Background: an optimization exercise with open tools, aiming at small area and a short achievable clock period. Do not read the settings as production practice.
Only simulation tests tie the RTL to the original design; equivalence was not proved.

===== design.v =====
module ULA_LCD(clk, rst, rs, rw, en, dados, SOMA, SUBT, MULT, IGUAL, A, B, sinalA, sinalB);
	input [7:0] A;
	input [7:0] B;
	input sinalA;
	input sinalB;
	input SOMA;
	input SUBT;
	input MULT;
	input IGUAL;
	output en;
	output rw;
	output rs;
	output [7:0] dados;
	input clk;
	input rst;
	reg rs;
	reg rw;
	reg en;
	reg [7:0] dados;
	reg [21:0] c45;
	reg [21:0] c5;
	reg [21:0] c25;
	integer c1;
	reg flag45;
	reg flag5;
	reg flag2meio;
	reg [9:0] est2;
	reg flagbt1;
	reg flagbt2;
	reg flagbt3;
	reg flagbt4;
	reg flag_rst;
	reg [31:0] estado;
	reg subest;
	reg [5:0] charPos;
	reg [1:0] operacao;
	reg menos;
	reg [7:0] Alinha;
	reg [7:0] Blinha;
	reg menosA;
	reg menosB;
	reg menosR;
	parameter T45 = 2250, T5 = 250, T25 = 125;
	parameter clear = 1, opSOMA=1, opSUBT=2, opMULT=3, opIGUAL=4, skipLn=192, WAIT=10, WRITE=11, DEFAULT=6;
	reg [21:0] n45, n5, n25;
	reg nf45, nf5, nf25;
	always @(posedge clk) begin
		n45 = c45; n5 = c5; n25 = c25;
		nf45 = flag45; nf5 = flag5; nf25 = flag2meio;
    	if(flag_rst) begin
        	n45 = 0;
        	n25 = 0;
        	n5 = 0;
        	nf5 = 0;
        	nf45 = 0;
        	nf25 = 0;
    	end
    	if(n45 == T45) begin
            	n45 = 0;
            	nf45 = 1;
    	end
    	else if (n45 < T45) begin
        	n45 = n45+1;
    	end
    	if(n5 == T5) begin
        	n5 = 0;
        	nf5 = 1;
    	end
    	else if (n5 < T5) begin
        	n5 = n5 + 1;
    	end
    	if(n25 == T25) begin
			n25 = 0;
			nf25 = 1;
		end
		else if(n25 < T25) begin
			n25 = n25 + 1;
		end
		if(rst) begin
			c45 <= 0; c5 <= 0; c25 <= 0;
			flag45 <= 0; flag5 <= 0; flag2meio <= 0;
		end
		else begin
			c45 <= n45; c5 <= n5; c25 <= n25;
			flag45 <= nf45; flag5 <= nf5; flag2meio <= nf25;
		end
	end
	always @(posedge clk) begin
	if(rst) begin
		rs <= 0;
		rw <= 0;
		en <= 0;
		dados <= 0;
		c1 = 0;
		est2 <= 0;
		flagbt1 = 0;
		flagbt2 = 0;
		flagbt3 = 0;
		flagbt4 = 0;
		flag_rst <= 0;
		estado <= 0;
		subest = 0;
		charPos <= 0;
		operacao = 0;
		menos = 0;
		Alinha = 0;
		Blinha = 0;
		menosA <= 0;
		menosB <= 0;
	end
	else begin
    	case(estado)
			0: begin
				if(flag45) begin
					estado <= 1;
					subest <= 0;
				end
				else begin
					rs <= 0;
					rw <= 0;
					en <= 0;
				end
			end
        	1: begin
   			 if(subest == 0) begin
   				 en <= 0;
   				 subest <= 1;
   				 flag_rst <= 1;
   			 end
   			 else if(subest == 1) begin
   				 if(flag5) begin
   					 c1 = c1+1;
   					 rs <= 0;
   					 rw <= 0;
   					 en <= 1;
   					 dados <= 8'b00111000;
   					 flag_rst <= 1;
   					 subest = 0;
   					 estado <= 20;
   					 est2 <= 1;
   				 end
   				 else begin
   					 en <= 0;
   					 flag_rst <= 0;
   				 end
   				 if(c1 == 4) begin
   					 flag_rst <= 1;
   					 estado <= 20;
   					 subest <= 0;
   					 est2 <= 2;
   				 end
   			 end
        	end
        	20: begin
				en <= 1;
				if(subest == 0) begin
					subest <= 1;
					flag_rst <= 1;
				end
				else if(subest == 1) begin
					if(flag2meio) begin
						estado <= est2;
						subest <= 0;
					end
					else begin
						flag_rst <= 0;
					end
				end
			end
        	2: begin
   			 if(subest == 0) begin
   				 en <= 0;
   				 subest <= 1;
   				 flag_rst <= 1;
   			 end
   			 else if(subest == 1) begin  	
				if(flag5) begin
					 rs <= 0;
					 rw <= 0;
					 en <= 1;
					 dados <= 8'b00001100;
					 flag_rst <= 1;
					 subest <= 0;
					 estado <= 20;
					 est2 <= 3;	
				end
				else flag_rst <= 0; 
   			 end
        	end
        	3: begin
   			 if(subest == 0) begin
   				 en <= 0;
   				 subest <= 1;
   				 flag_rst <= 1;
   			 end
   			 if(subest == 1) begin
   				 if(flag5) begin
   					 dados <= 1;
   					 flag_rst <= 1;
   					 subest <= 0;
   					 estado <= 20;
   					 est2 <= 4;
   				 end
   				 else begin
   					 en <= 0;
   					 flag_rst <= 0;
   				 end
   			 end
        	end
        	4: begin
				 if(subest == 0) begin
					 en <= 0;
					 subest <= 1;
					 flag_rst <= 1;
				 end
				 if(subest == 1) begin
					 if(flag5) begin
						 rs <= 1'b0;
						 rw <= 1'b0;
						 en <= 1'b1;
						 dados <= 8'b0000110;
						 flag_rst <= 1;
						 subest <= 0;
						 estado <= 20;
						 est2 <= 5;
					 end
					 else begin
						 en <= 0;
						 flag_rst <= 0;
					 end
				 end
        	end
        	5: begin
				if(subest == 0) begin
					dados <= 0;
					 en <= 0;
					 subest <= 1;
					 flag_rst <= 1;
				 end
				 if(subest == 1) begin
					 if(flag5) begin
						 subest <= 0;
						 estado <= 6; 
					 end
					 else begin
						 en <= 0;
						 flag_rst <= 0;
					 end
				 end
			end
			6: begin
				en <= 0;
				if(!SOMA & !flagbt1) begin
					flagbt1 = 1;
				end
				else if(SOMA & flagbt1) begin
					subest <= 0;
					estado <= 9;
					charPos <= 20;
					flagbt1 <= 0;
					flag_rst <= 1;
					menosA <= 1;
					menosB <= 1;
					operacao = opSOMA;
				end
				if(!SUBT & !flagbt2) begin
					flagbt2 = 1;
				end
				else if(SUBT & flagbt2) begin
					subest <= 0;
					estado <= 17;
					charPos <= 20;
					flag_rst <= 1;
					flagbt2 <= 0;
					menosA <= 1;
					menosB <= 1;
					operacao = opSUBT;
				end
				if(!MULT & !flagbt3) begin
					flagbt3 = 1;
				end
				else if(MULT & flagbt3) begin
					subest <= 0;
					estado <= 25;
					flagbt3 = 0;
					flag_rst <= 1;
					operacao = opMULT;
					menosA <= 1;
					menosB <= 1;
					charPos <= 20;
				end
				if(!IGUAL & !flagbt4) begin
					flagbt4 = 1;
				end
				else if(IGUAL & flagbt4) begin
					charPos <= 0;
					subest <= 0;
					estado <= 15;
					flagbt4 = 0;
				end
			end
			9: begin
				if(subest == 0) begin
					subest <= 1;
					flag_rst <= 1;
				end
				else if(subest == 1) begin
					if(flag5) begin
						rs <= 0;
						rw <= 0;
						en <= 1;
						dados <= 1;
						subest <= 0;
						flag_rst <= 1;
						estado <= 20;
						est2 <= 10;
					end
					else begin
						flag_rst <= 0;
						en <= 0;
					end
				end
			end
        	10: begin
				en <= 0;
				if(subest == 0) begin
					subest <= 1;
					flag_rst <= 1;
				end
				else if(subest == 1) begin
					if(flag5) begin
						subest <= 0;
						flag_rst <= 1;
						estado <= 11;
					end
					else begin
						flag_rst <= 0;
					end
				end
   			end
   			11: begin
				if (charPos == 20) begin
					rs <= 0;
					rw <= 0;
					en <= 1;
					dados <= 1;
					charPos <= 0;
					estado <= 20;
					est2 <= 10;
					subest <= 0;
				end	
				else if(charPos == 0) begin
					if(sinalA & menosA) begin
						rs <= 1;
						rw <= 0;
						en <= 1;
						dados <= 45;
						estado <= 20;
						est2 <= 10;
						subest <= 0;
						menosA <= 0;
					end
					else begin 
						rs <= 1;
						rw <= 0;
						en <= 1;
						dados <= ((A/100) + 48);
						charPos <= 1;
						estado <= 20;
						est2 <= 10;
						subest <= 0;
					end
				end
				else if(charPos == 1) begin
					rs <= 1;
					rw <= 0;
					en <= 1;
					dados <= (((A/10)%10) + 48);
					charPos <= 2;
					estado <= 20;
					est2 <= 10;
					subest <= 0;
				end
				else if(charPos == 2) begin
					rs <= 1;
					rw <= 0;
					en <= 1;
					dados <= ((A%10) + 48);
					charPos <= 3;
					estado <= 20;
					est2 <= 10;
					subest <= 0;
				end
				else if(charPos == 3) begin
					rs <= 1;
					rw <= 0;
					en <= 1;
					dados <= 32;
					charPos <= 4;
					estado <= 20;
					est2 <= 10;
					subest <= 0;
				end
				else if(charPos == 4) begin
					rs <= 1;
					rw <= 0;
					en <= 1;
					dados <= 43;
					charPos <= 5;
					estado <= 20;
					est2 <= 10;
					subest <= 0;
				end
				else if(charPos == 5) begin
					rs <= 1;
					rw <= 0;
					en <= 1;
					dados <= 32;
					charPos <= 6;
					estado <= 20;
					est2 <= 10;
					subest <= 0;
				end
				else if(charPos == 6) begin
					if(sinalB & menosB) begin
						rs <= 1;
						rw <= 0;
						en <= 1;
						dados <= 45;
						estado <= 20;
						est2 <= 10;
						subest <= 0;
						menosB <= 0;
					end
					else begin
						rs <= 1;
						rw <= 0;
						en <= 1;
						dados <= ((B/100) + 48);
						charPos <= 7;
						estado <= 20;
						est2 <= 10;
						subest <= 0;
					end
				end
				else if(charPos == 7) begin
					rs <= 1;
					rw <= 0;
					en <= 1;
					dados <= ((B/10)%10 + 48);
					charPos <= 8;
					estado <= 20;
					est2 <= 10;
					subest <= 0;
				end
				else if(charPos == 8) begin
					rs <= 1;
					rw <= 0;
					en <= 1;
					dados <= ((B%10) + 48);
					charPos <= 9;
					estado <= 20;
					est2 <= 10;
					subest <= 0;
				end
				else if(charPos == 9) begin
					rs <= 1;
					rw <= 0;
					en <= 1;
					dados <= 32;
					charPos <= 10;
					estado <= 20;
					est2 <= 10;
					subest <= 0;
				end
				else if(charPos == 10) begin
					rs <= 1;
					rw <= 0;
					en <= 1;
					dados <= 32;
					charPos <= 11;
					estado <= 20;
					est2 <= 10;
					subest <= 0;
				end
				else if(charPos == 11) begin
					rs <= 1;
					rw <= 0;
					en <= 1;
					dados <= 32;
					charPos <= 12;
					estado <= 20;
					est2 <= 10;
					subest <= 0;
				end
				else if(charPos == 12) begin
					rs <= 1;
					rw <= 0;
					en <= 1;
					dados <= 32;
					charPos <= 13;
					estado <= 20;
					est2 <= 10;
					subest <= 0;
				end
				else if(charPos == 13) begin
					rs <= 1;
					rw <= 0;
					en <= 1;
					dados <= 32;
					charPos <= 14;
					estado <= 20;
					est2 <= 10;
					subest <= 0;
				end
				else if(charPos == 14) begin
					rs <= 1;
					rw <= 0;
					en <= 1;
					dados <= 32;
					charPos <= 15;
					estado <= 20;
					est2 <= 10;
					subest <= 0;
				end
				else if(charPos == 15) begin
					rs <= 1;
					rw <= 0;
					en <= 1;
					dados <= 32;
					charPos <= 17;
					estado <= 20;
					est2 <= 10;
					subest <= 0;
				end
				else if(charPos == 17) begin
					en <= 0;
					estado <= 20;
					est2 <= 10;
					charPos <= 18;
					subest <= 0;
				end
				else if(charPos == 18) begin
					estado <= 6;
					subest <= 0;
				end
			end
   			15: begin
				Alinha = A;
				Blinha = B;
				if(operacao == opSOMA) begin
					if(sinalA & !sinalB) begin
						operacao = opSUBT;
						if(A > B) begin
							menos = 1;
						end
						else begin
							menos = 0;
							Alinha = B;
							Blinha = A;
						end
					end
					else if(!sinalA & sinalB) begin
						operacao = opSUBT;
						if(B > A) begin
							menos = 1;
							Alinha = B;
							Blinha = A;
						end
						else menos = 0;
					end
					else if(sinalA & sinalB) begin
						if(A>0 & B>0) menos = 1;
						else menos = 0;
					end
					else menos = 0;
				end
				else if(operacao == opSUBT) begin
					if(sinalA & !sinalB) begin
						operacao = opSOMA;
						if(A>0 & B>0) menos = 1;
						else menos = 0;
					end
					else if(!sinalA & sinalB) begin
						operacao = opSOMA;
						menos = 0;
					end
					else if(sinalA & sinalB) begin
						if(A > B) begin
							menos = 1;
						end
						else begin
							menos = 0;
							Alinha = B;
							Blinha = A;
						end
					end
					else begin
						if(B > A) begin
							menos = 1;
							Alinha = B;
							Blinha = A;
						end
						else menos = 0;
					end
				end
				case(operacao) 
					opSOMA: begin
						if(subest == 0) begin
							en <= 0;
							subest <= 1;
							flag_rst <= 1;
						end
						else if(subest == 1) begin
							if(flag5) begin
								rs <= 0;
								rw <= 0;
								en <= 1;
								subest <= 0;
								estado <= 20;
								est2 <= 13;
								dados <= 8'b11000000;
							end
							else begin
								flag_rst <= 0;
								en <= 0;
							end
						end
					end
					opSUBT: begin
						if(subest == 0) begin
							en <= 0;
							subest <= 1;
							flag_rst <= 1;
						end
						else if(subest == 1) begin
							if(flag5) begin
								rs <= 0;
								rw <= 0;
								en <= 1;
								subest <= 0;
								estado <= 20;
								est2 <= 18;
								dados <= 8'b11000000;
							end
							else begin
								flag_rst <= 0;
								en <= 0;
							end
						end
					end
					opMULT: begin
						if(subest == 0) begin
							en <= 0;
							subest <= 1;
							flag_rst <= 1;
						end
						else if(subest == 1) begin
							if(flag5) begin
								rs <= 0;
								rw <= 0;
								en <= 1;
								subest <= 0;
								estado <= 20;
								est2 <= 21;
								dados <= 8'b11000000;
								if(sinalA & !sinalB || !sinalA & sinalB) begin
									if(A>0 & B>0) menos = 1;
									else menos = 0;
								end
								else begin
									menos = 0;
								end
							end
							else begin
								flag_rst <= 0;
								en <= 0;
							end
						end
					end
				endcase		
			end
			13: begin
				if(subest == 0) begin
					en <= 0;
					subest <= 1;
					flag_rst <= 1;
				end
				else if(subest == 1) begin
					if(flag5) begin
						subest <= 0;
						estado <= 14;
					end
					else begin
						flag_rst <= 0;
						en <= 0;
					end
				end
			end
			14: begin
				if(subest == 0) begin
					en <= 0;
					subest <= 1;
					flag_rst <= 1;
				end
				else if(subest == 1) begin
					if(flag5) begin
						if(charPos == 0) begin
							subest <= 0;
							estado <= 20;
							est2 <= 13;
							charPos <= 1;
						end
						else if(charPos == 1) begin
							if(menos) begin
								menos = 0;
								rs <= 1;
								rw <= 0;
								en <= 1;
								dados <= 45;
								estado <= 20;
								est2 <= 13;
								subest <= 0;
							end
							else begin
								rs <= 1;
								rw <= 0;
								en <= 1;
								dados <= ((A+B)/100 + 48);
								subest <= 0;
								charPos <= 2;
								estado <= 20;
								est2 <= 13;
							end
						end
						else if(charPos == 2) begin
							rs <= 1;
							rw <= 0;
							en <= 1;
							dados <= ((((A+B)/10)%10) + 48);
							subest <= 0;
							charPos <= 3;
							estado <= 20;
							est2 <= 13;
						end
						else if(charPos == 3) begin
							rs <= 1;
							rw <= 0;
							en <= 1;
							dados <= (((A+B)%10) + 48);
							subest <= 0;
							charPos <= 4;
							estado <= 20;
							est2 <= 13;
						end
						else if(charPos == 4) begin
							rs <= 1;
							rw <= 0;
							en <= 1;
							dados <= 32;
							subest <= 0;
							charPos <= 5;
							estado <= 20;
							est2 <= 13;
						end
						else if(charPos == 5) begin
							subest <= 0;
							estado <= 20;
							est2 <= 6;
						end
					end
					else begin
						flag_rst <= 0;
						en <= 0;
					end
				end
			end
			16: begin
				en <= 0;
				if(subest == 0) begin
					subest <= 1;
					flag_rst <= 1;
				end
				else if(subest == 1) begin
					if(flag5) begin
						subest <= 0;
						flag_rst <= 1;
						estado <= 17;
					end
					else begin
						flag_rst <= 0;
					end
				end
			end
			17: begin
				if (charPos == 20) begin
					rs <= 0;
					rw <= 0;
					en <= 1;
					dados <= 1;
					charPos <= 0;
					estado <= 20;
					est2 <= 16;
					subest <= 0;
				end	
				else if(charPos == 0) begin
					if(sinalA & menosA) begin
						rs <= 1;
						rw <= 0;
						en <= 1;
						dados <= 45;
						estado <= 20;
						est2 <= 16;
						subest <= 0;
						menosA <= 0;
					end
					else begin 
						rs <= 1;
						rw <= 0;
						en <= 1;
						dados <= ((A/100) + 48);
						charPos <= 1;
						estado <= 20;
						est2 <= 16;
						subest <= 0;
					end
				end
				else if(charPos == 1) begin
					rs <= 1;
					rw <= 0;
					en <= 1;
					dados <= (((A/10)%10) + 48);
					charPos <= 2;
					estado <= 20;
					est2 <= 16;
					subest <= 0;
				end
				else if(charPos == 2) begin
					rs <= 1;
					rw <= 0;
					en <= 1;
					dados <= ((A%10) + 48);
					charPos <= 3;
					estado <= 20;
					est2 <= 16;
					subest <= 0;
				end
				else if(charPos == 3) begin
					rs <= 1;
					rw <= 0;
					en <= 1;
					dados <= 32;
					charPos <= 4;
					estado <= 20;
					est2 <= 16;
					subest <= 0;
				end
				else if(charPos == 4) begin
					rs <= 1;
					rw <= 0;
					en <= 1;
					dados <= 45;
					charPos <= 5;
					estado <= 20;
					est2 <= 16;
					subest <= 0;
				end
				else if(charPos == 5) begin
					rs <= 1;
					rw <= 0;
					en <= 1;
					dados <= 32;
					charPos <= 6;
					estado <= 20;
					est2 <= 16;
					subest <= 0;
				end
				else if(charPos == 6) begin
					if(sinalB & menosB) begin
						rs <= 1;
						rw <= 0;
						en <= 1;
						dados <= 45;
						estado <= 20;
						est2 <= 16;
						subest <= 0;
						menosB <= 0;
					end
					else begin 
						rs <= 1;
						rw <= 0;
						en <= 1;
						dados <= ((B/100) + 48);
						charPos <= 7;
						estado <= 20;
						est2 <= 16;
						subest <= 0;
					end
				end
				else if(charPos == 7) begin
					rs <= 1;
					rw <= 0;
					en <= 1;
					dados <= ((B/10)%10 + 48);
					charPos <= 8;
					estado <= 20;
					est2 <= 16;
					subest <= 0;
				end
				else if(charPos == 8) begin
					rs <= 1;
					rw <= 0;
					en <= 1;
					dados <= ((B%10) + 48);
					charPos <= 9;
					estado <= 20;
					est2 <= 16;
					subest <= 0;
				end
				else if(charPos == 9) begin
					rs <= 1;
					rw <= 0;
					en <= 1;
					dados <= 32;
					charPos <= 10;
					estado <= 20;
					est2 <= 16;
					subest <= 0;
				end
				else if(charPos == 10) begin
					rs <= 1;
					rw <= 0;
					en <= 1;
					dados <= 32;
					charPos <= 11;
					estado <= 20;
					est2 <= 16;
					subest <= 0;
				end
				else if(charPos == 11) begin
					rs <= 1;
					rw <= 0;
					en <= 1;
					dados <= 32;
					charPos <= 12;
					estado <= 20;
					est2 <= 16;
					subest <= 0;
				end
				else if(charPos == 12) begin
					rs <= 1;
					rw <= 0;
					en <= 1;
					dados <= 32;
					charPos <= 13;
					estado <= 20;
					est2 <= 16;
					subest <= 0;
				end
				else if(charPos == 13) begin
					rs <= 1;
					rw <= 0;
					en <= 1;
					dados <= 32;
					charPos <= 14;
					estado <= 20;
					est2 <= 16;
					subest <= 0;
				end
				else if(charPos == 14) begin
					rs <= 1;
					rw <= 0;
					en <= 1;
					dados <= 32;
					charPos <= 15;
					estado <= 20;
					est2 <= 16;
					subest <= 0;
				end
				else if(charPos == 15) begin
					rs <= 1;
					rw <= 0;
					en <= 1;
					dados <= 32;
					charPos <= 16;
					estado <= 20;
					est2 <= 16;
					subest <= 0;
				end
				else if(charPos == 16) begin
					en <= 0;
					estado <= 20;
					est2 <= 16;
					charPos <= 17;
					subest <= 0;
				end
				else if(charPos == 17) begin
					estado <= 6;
					subest <= 0;
				end
			end
			18: begin
				if(subest == 0) begin
					en <= 0;
					subest <= 1;
					flag_rst <= 1;
				end
				else if(subest == 1) begin
					if(flag5) begin
						subest <= 0;
						estado <= 19;
					end
					else begin
						flag_rst <= 0;
						en <= 0;
					end
				end
			end
			19: begin
				if(subest == 0) begin
					en <= 0;
					subest <= 1;
					flag_rst <= 1;
				end
				else if(subest == 1) begin
					if(flag5) begin
						if(charPos == 0) begin
							subest <= 0;
							estado <= 20;
							est2 <= 18;
							charPos <= 1;
						end
						else if(charPos == 1) begin
							if(menos) begin
								menos = 0;
								rs <= 1;
								rw <= 0;
								en <= 1;
								dados <= 45;
								estado <= 20;
								est2 <= 18;
								subest <= 0;
							end
							else begin
								rs <= 1;
								rw <= 0;
								en <= 1;
								dados <= ((Alinha-Blinha)/100 + 48);
								subest <= 0;
								charPos <= 2;
								estado <= 20;
								est2 <= 18;
							end
						end
						else if(charPos == 2) begin
							rs <= 1;
							rw <= 0;
							en <= 1;
							dados <= ((((Alinha-Blinha)/10)%10) + 48);
							subest <= 0;
							charPos <= 3;
							estado <= 20;
							est2 <= 18;
						end
						else if(charPos == 3) begin
							rs <= 1;
							rw <= 0;
							en <= 1;
							dados <= (((Alinha-Blinha)%10) + 48);
							subest <= 0;
							charPos <= 4;
							estado <= 20;
							est2 <= 18;
						end
						else if(charPos == 4) begin
							rs <= 1;
							rw <= 0;
							en <= 1;
							dados <= 32;
							subest <= 0;
							charPos <= 5;
							estado <= 20;
							est2 <= 18;
						end
						else if(charPos == 5) begin
							subest <= 0;
							estado <= 20;
							est2 <= 6;
						end
					end
					else begin
						flag_rst <= 0;
						en <= 0;
					end
				end
			end
			21: begin
				if(subest == 0) begin
					en <= 0;
					subest <= 1;
					flag_rst <= 1;
				end
				else if(subest == 1) begin
					if(flag5) begin
						subest <= 0;
						estado <= 22;
					end
					else begin
						flag_rst <= 0;
						en <= 0;
					end
				end
			end
			22: begin
				if(subest == 0) begin
					en <= 0;
					subest <= 1;
					flag_rst <= 1;
				end
				else if(subest == 1) begin
					if(flag5) begin
						if(charPos == 0) begin
							subest <= 0;
							estado <= 20;
							est2 <= 21;
							charPos <= 1;
						end
						else if(charPos == 1) begin
							if(menos) begin
								menos = 0;
								rs <= 1;
								rw <= 0;
								en <= 1;
								dados <= 45;
								estado <= 20;
								est2 <= 21;
								subest <= 0;
							end
							else begin
								rs <= 1;
								rw <= 0;
								en <= 1;
								dados <= ((A*B)/10000 + 48);
								subest <= 0;
								charPos <= 2;
								estado <= 20;
								est2 <= 21;
							end
						end
						else if(charPos == 2) begin
							rs <= 1;
							rw <= 0;
							en <= 1;
							dados <= ((((A*B)/1000)%10) + 48);
							subest <= 0;
							charPos <= 3;
							estado <= 20;
							est2 <= 21;
						end
						else if(charPos == 3) begin
							rs <= 1;
							rw <= 0;
							en <= 1;
							dados <= (((A*B/100)%10) + 48);
							subest <= 0;
							charPos <= 4;
							estado <= 20;
							est2 <= 21;
						end
						else if(charPos == 4) begin
							rs <= 1;
							rw <= 0;
							en <= 1;
							dados <= (((A*B/10)%10) + 48);
							subest <= 0;
							charPos <= 5;
							estado <= 20;
							est2 <= 21;
						end
						else if(charPos == 5) begin
							rs <= 1;
							rw <= 0;
							en <= 1;
							dados <= ((A*B)%10) + 48;
							subest <= 0;
							charPos <= 6;
							estado <= 20;
							est2 <= 21;
						end
						else if(charPos == 6) begin
							rs <= 1;
							rw <= 0;
							en <= 1;
							dados <= 32;
							subest <= 0;
							charPos <= 7;
							estado <= 20;
							est2 <= 21;
						end
						else if(charPos == 7) begin
							subest <= 0;
							estado <= 20;
							est2 <= 6;
						end
					end
					else begin
						flag_rst <= 0;
						en <= 0;
					end
				end
			end
			24: begin
				en <= 0;
				if(subest == 0) begin
					subest <= 1;
					flag_rst <= 1;
				end
				else if(subest == 1) begin
					if(flag5) begin
						subest <= 0;
						flag_rst <= 1;
						estado <= 25;
					end
					else begin
						flag_rst <= 0;
					end
				end
			end
			25: begin
				if (charPos == 20) begin
					rs <= 0;
					rw <= 0;
					en <= 1;
					dados <= 1;
					charPos <= 0;
					estado <= 20;
					est2 <= 24;
					subest <= 0;
				end	
				else if(charPos == 0) begin
					if(sinalA & menosA) begin
						rs <= 1;
						rw <= 0;
						en <= 1;
						dados <= 45;
						estado <= 20;
						est2 <= 24;
						subest <= 0;
						menosA <= 0;
					end
					else begin 
						rs <= 1;
						rw <= 0;
						en <= 1;
						dados <= ((A/100) + 48);
						charPos <= 1;
						estado <= 20;
						est2 <= 24;
						subest <= 0;
					end
				end
				else if(charPos == 1) begin
					rs <= 1;
					rw <= 0;
					en <= 1;
					dados <= (((A/10)%10) + 48);
					charPos <= 2;
					estado <= 20;
					est2 <= 24;
					subest <= 0;
				end
				else if(charPos == 2) begin
					rs <= 1;
					rw <= 0;
					en <= 1;
					dados <= ((A%10) + 48);
					charPos <= 3;
					estado <= 20;
					est2 <=24;
					subest <= 0;
				end
				else if(charPos == 3) begin
					rs <= 1;
					rw <= 0;
					en <= 1;
					dados <= 32;
					charPos <= 4;
					estado <= 20;
					est2 <= 24;
					subest <= 0;
				end
				else if(charPos == 4) begin
					rs <= 1;
					rw <= 0;
					en <= 1;
					dados <= 42;
					charPos <= 5;
					estado <= 20;
					est2 <= 24;
					subest <= 0;
				end
				else if(charPos == 5) begin
					rs <= 1;
					rw <= 0;
					en <= 1;
					dados <= 32;
					charPos <= 6;
					estado <= 20;
					est2 <= 24;
					subest <= 0;
				end
				else if(charPos == 6) begin
					if(sinalB & menosB) begin
						rs <= 1;
						rw <= 0;
						en <= 1;
						dados <= 45;
						estado <= 20;
						est2 <= 24;
						subest <= 0;
						menosB <= 0;
					end
					else begin 
						rs <= 1;
						rw <= 0;
						en <= 1;
						dados <= ((B/100) + 48);
						charPos <= 7;
						estado <= 20;
						est2 <= 24;
						subest <= 0;
					end
				end
				else if(charPos == 7) begin
					rs <= 1;
					rw <= 0;
					en <= 1;
					dados <= ((B/10)%10 + 48);
					charPos <= 8;
					estado <= 20;
					est2 <= 24;
					subest <= 0;
				end
				else if(charPos == 8) begin
					rs <= 1;
					rw <= 0;
					en <= 1;
					dados <= ((B%10) + 48);
					charPos <= 9;
					estado <= 20;
					est2 <= 24;
					subest <= 0;
				end
				else if(charPos == 9) begin
					rs <= 1;
					rw <= 0;
					en <= 1;
					dados <= 32;
					charPos <= 10;
					estado <= 20;
					est2 <= 24;
					subest <= 0;
				end
				else if(charPos == 10) begin
					rs <= 1;
					rw <= 0;
					en <= 1;
					dados <= 32;
					charPos <= 11;
					estado <= 20;
					est2 <= 24;
					subest <= 0;
				end
				else if(charPos == 11) begin
					rs <= 1;
					rw <= 0;
					en <= 1;
					dados <= 32;
					charPos <= 12;
					estado <= 20;
					est2 <= 24;
					subest <= 0;
				end
				else if(charPos == 12) begin
					rs <= 1;
					rw <= 0;
					en <= 1;
					dados <= 32;
					charPos <= 13;
					estado <= 20;
					est2 <= 24;
					subest <= 0;
				end
				else if(charPos == 13) begin
					rs <= 1;
					rw <= 0;
					en <= 1;
					dados <= 32;
					charPos <= 14;
					estado <= 20;
					est2 <= 24;
					subest <= 0;
				end
				else if(charPos == 14) begin
					rs <= 1;
					rw <= 0;
					en <= 1;
					dados <= 32;
					charPos <= 15;
					estado <= 20;
					est2 <= 24;
					subest <= 0;
				end
				else if(charPos == 15) begin
					rs <= 1;
					rw <= 0;
					en <= 1;
					dados <= 32;
					charPos <= 16;
					estado <= 20;
					est2 <= 24;
					subest <= 0;
				end
				else if(charPos == 16) begin
					en <= 0;
					estado <= 20;
					est2 <= 24;
					charPos <= 17;
					subest <= 0;
				end
				else if(charPos == 17) begin
					estado <= 6;
					subest <= 0;
				end
			end
    	endcase
	end
	end
endmodule

===== run.sh =====
#!/bin/bash
# synth_recipe.tcl (not shown) runs the flow's synth.tcl, then flattens the netlist and writes it again
# the make line also repeats each setting of config.mk as NAME=value (left out here)
make -C /OpenROAD-flow-scripts/flow DESIGN_CONFIG=/design/flow/config.mk WORK_HOME=/design/flow/orfs CLKGATE_MAP_FILE= SYNTH_SCRIPT=/design/flow/synth_recipe.tcl finish

===== config.mk =====
export PLATFORM = sky130hd
export DESIGN_NAME = ULA_LCD
export DESIGN_NICKNAME = ULA_LCD
export VERILOG_FILES = /design/flow/design.v
export SDC_FILE = /design/flow/constraint.sdc
export NUM_CORES = 4
export LEC_CHECK = 0
export CAP_MARGIN = 20
export CORE_MARGIN = 2
export CORE_UTILIZATION = 40
export SLEW_MARGIN = 20

===== constraint.sdc =====
create_clock -name core_clock -period 120.0 [get_ports {clk}]
set_input_delay 24.0000 -clock core_clock [delete_from_list [all_inputs] [get_ports {clk}]]
set_output_delay 24.0000 -clock core_clock [all_outputs]
set_load 0.01 [all_outputs]

==> impl_metrics.csv <==
group,metric,value,unit
floorplanning,dieArea,74000,um^2
timing,post-route-period-util,0.347,
clocking,htreeDepth,4,
logic_synthesis,ys_types,125,
outcome,outcome,"timing/DRC/antenna clean",
logic_synthesis,synth_top_area_cell,"dfxtp_1",
clocking,tritoncts,"done",
setup_path,critPathMaxStageDelay,1020,ps
cells_and_area,instances_no_fill,5064,
setup_path,crit_path_end,"dados[5]$_SDFFE_PP0P_",
route,first_iter_violations,3260,
setup_path,regToRegEndpoint,"est2[5]$_SDFFE_PP0P_",
clocking,ctsResizeCount,0,
timing,setup_violations,0,
cells_and_area,multi_input_area,23400,um^2
clocking,numCtsBuffers,17,
cells_and_area,finish.net_count,4303,
floorplanning,rows,98,
place,dp_hpwl,72900,um
route,route.detailed.drc,0,
logic_synthesis,avgSynthCellArea,6.80,um^2
setup_path,cp_common_cell,"ha_1",
clocking,ctsHoldBuffers,0,
floorplanning,die_h,272,um
setup_path,path_class,"in -> reg",
cells_and_area,areaGrowthSynthToFinish,5.74,%
timing,rsz0062_at_grt,"false",
timing,slew_viol_final,0,
clocking,cts_setup_buffers,0,
run,drv_cap,0,
global_route,grt_max_degree,91,
logic_synthesis,synth_most_common_cell,"nor2_1",
clocking,clk_path_buf_depth,2,
setup_path,path_max_fanout,20,
hold_path,hp-class,"reg -> reg",
logic_synthesis,netlist_area,28700,um^2
global_route,grt_pass1_wl,154000,um
setup_path,rrSetupSlack,113990,ps
timing,hold_violations,0,
place,dpl_cell_area,29800,um^2
logic_synthesis,synth_top_area_frac,0.130,
global_route,gr-total-overflow,0,
timing,worstMarginPinSlew,1160,ps
floorplanning,start_util,0.403,
cells_and_area,final_layout_size_suffix_gt1_frac,0.0532,
route,vias,31500,
logic_synthesis,yosys-top-cells-area,"dfxtp_1 (13%), nor2_1 (6.2%), ha_1 (6.1%), nand2_1 (5.7%), a21oi_1 (5.5%)",
timing,final.min_clock_period,41620,ps
setup_path,reg2reg_depth,21,
setup_path,critPathLaunch,"A[4]",
logic_synthesis,synth_top_flop_cell,"dfxtp_1",
setup_path,cp-start-kind,"input port",
cells_and_area,final_util,0.426,
global_route,grt_antenna_before_repair,0,
floorplanning,fp.dieW,272,um
clocking,clock_latency,460,ps
global_route,grtUsageTotal,0.249,
setup_path,critical_path_required,120400,ps
logic_synthesis,synth-edff-count,0,
logic_synthesis,synth-async-reset-ratio,0,
clocking,clk_pin_slew,80,ps
timing,finalClockSkew,14.8,ps
cells_and_area,design_area,30400,um^2
setup_path,r2r_start,"flag5$_SDFFE_PP0P_",
setup_path,crit_path_end_kind,"register",
logic_synthesis,ys_seq_area_frac,0.130,
setup_path,critPathTopFamily,"compound AO/OA/AOI/OAI gates",
route,wire_per_inst,18.9,um
place,io_buffers,33,
floorplanning,io_pins,35,
place,gp_congestion,0.986,
timing,slew_headroom,0.223,
timing,fin_setup_tns,0,ps
setup_path,cp.buffers_inverters,4,
place,dp_cells,5031,
logic_synthesis,yosys_warnings,1,
global_route,grt_pass1_vias,28400,
route,routed_wirelength,95500,um
route,detail-route-antenna-nets,0,
setup_path,path_depth,53,
cells_and_area,num-fill-cells,7573,
setup_path,critPathArrivalTime,42020,ps
cells_and_area,register_area,3720,um^2
route,vias_per_cell,6.22,
floorplanning,core,71400,um^2
clocking,clock-sinks,186,
clocking,cts-root-buf,"clkbuf_16",
timing,fmax,24.0,MHz
logic_synthesis,synthTopCellsByCount,"nor2_1 (472), nand2_1 (439), a21oi_1 (314)",
logic_synthesis,syn_inst,4225,
route,drtPass1Iterations,7,
logic_synthesis,synth_seq_cells,186,
setup_path,cpMaxStageDelayCell,"clkdlybuf4s50_1",
[logic make-up after synthesis]
logic type / after synthesis / synth area share
AND/OR/NAND/NOR: 1741 / 0.295
adder cells (fa/ha/maj): 210 / 0.0987
other: 2 / 0.000261
flip-flops: 186 / 0.130
multiplexers: 68 / 0.0244
buffers and inverters: 421 / 0.0594
XOR/XNOR: 262 / 0.0809
AO/OA/AOI/OAI: 1335 / 0.311
[through the flow]
step / worst slack (ps) / hold WS, ps
6_report: 78380 / 459
4_1_cts: 78730 / 465
2_1_floorplan: 82140 / 429
5_1_grt: 77220 / 475
3_5_place_dp: 78260 / 444
3_3_place_gp: 78860 / 442
[layer usage]
layer  vias to the layer above  GRT usage  wire, um
met4                         0     0.0677      2450
met2                      1231      0.409     43500
met3                       178     0.0235      6360
met5                         -          0         0
li1                      15300          -         -
met1                     14800      0.347     43200
[layout by cell type (no fill, tap or decap), types with 32 or more instances in the layout]
| master | Yosys | final |
|---|---|---|
| nor3_1 | 144 | 144 |
| fa_1 | 38 | 38 |
| nand2b_1 | 37 | 37 |
| o211ai_1 | 61 | 61 |
| and2_1 | 94 | 94 |
| inv_1 | 173 | 173 |
| o21ai_0 | 274 | 274 |
| dfxtp_1 | 186 | 186 |
| ha_1 | 141 | 141 |
| a21o_1 | 44 | 44 |
| o22ai_1 | 46 | 46 |
| clkdlybuf4s50_1 | 0 | 32 |
| nand3_1 | 147 | 147 |
| nand4_1 | 59 | 59 |
| nand2_1 | 439 | 439 |
| a31oi_1 | 88 | 87 |
| or3_1 | 51 | 51 |
| xnor2_1 | 169 | 164 |
| nor4_1 | 57 | 56 |
| and3_1 | 58 | 57 |
| nor2b_1 | 60 | 60 |
| nor2_1 | 472 | 471 |
| xor2_1 | 89 | 85 |
| buf_4 | 16 | 57 |
| a21oi_1 | 314 | 314 |
| a211oi_1 | 81 | 81 |
| mux2i_1 | 52 | 52 |
[area by class of cell]
| cell class | instances | area share |
|---|---|---|
| antenna | 1 | 0.0000823 |
| clock buffer | 18 | 0.0141 |
| clock inverter | 14 | 0.00605 |
| inverter | 185 | 0.0229 |
| multi-input combinational | 3621 | 0.771 |
| sequential | 186 | 0.122 |
| tap | 950 | 0.0391 |
| timing repair buffer | 89 | 0.0246 |
[worst min path at each step]
stage | startpoint | end | depth (start not counted)
5_1_grt | c45[13]$_SDFF_PP0_ | c45[13]$_SDFF_PP0_ | 1
3_3_place_gp | c5[16]$_SDFF_PP0_ | c5[16]$_SDFF_PP0_ | 1
3_5_place_dp | c5[12]$_SDFF_PP0_ | c5[12]$_SDFF_PP0_ | 1
6_report | c5[13]$_SDFF_PP0_ | c5[13]$_SDFF_PP0_ | 1
2_1_floorplan | estado[11]$_SDFFE_PP0P_ | estado[11]$_SDFFE_PP0P_ | 1
4_1_cts | c45[15]$_SDFF_PP0_ | c45[15]$_SDFF_PP0_ | 1
[worst register-to-register path, cell delays in order, from the launching register on]
cell and delay [ps]:
dfxtp_1 600, nand2_1 140, nor2_1 170, and3_1 300, nand2_1 80, nor2_1 200
and3_1 310, inv_1 60, nor2_1 240, and3_1 290, and2_1 220, nor2b_1 320
and3_1 260, xor2_1 80, nor3_1 150, nor4b_1 490, a31oi_1 330, nand2_1 220
o21a_1 200, nor3b_1 740, a21oi_1 280, and2_1 240
[registers in the layout, summed over array words and instances, names as in the netlist, 2 cells and up]
signal	count
operacao	2
est2	10
Alinha	8
c25	22
c5	22
Blinha	8
c45	22
charPos	6
c1	32
estado	32
dados	8

## what the ideal ports hide
No port has a modelled driver above. Below, the same layout with a new extraction and two added sets of constraints. Step 1: set_driving_cell puts a clkbuf_16 on clk and a buf_2 on each other input, an assumption about the parent block. Step 2, shift: input delay + t, output delay - t, t = (earliest + latest rising clock arrival at the registers) / 2. This alone moves slack from input paths to output paths. a / b / c = ideal / step 1 / step 2; a / b = the first two.
t, ns: 0.512
setup WS [ns]: 78.381 / 78.410 / 77.898
pins driven straight from the clock port: 1
After both steps this run still meets setup and hold. The setup slack of this run moves by +0.029 ns with the drivers and by -0.483 ns with both steps.
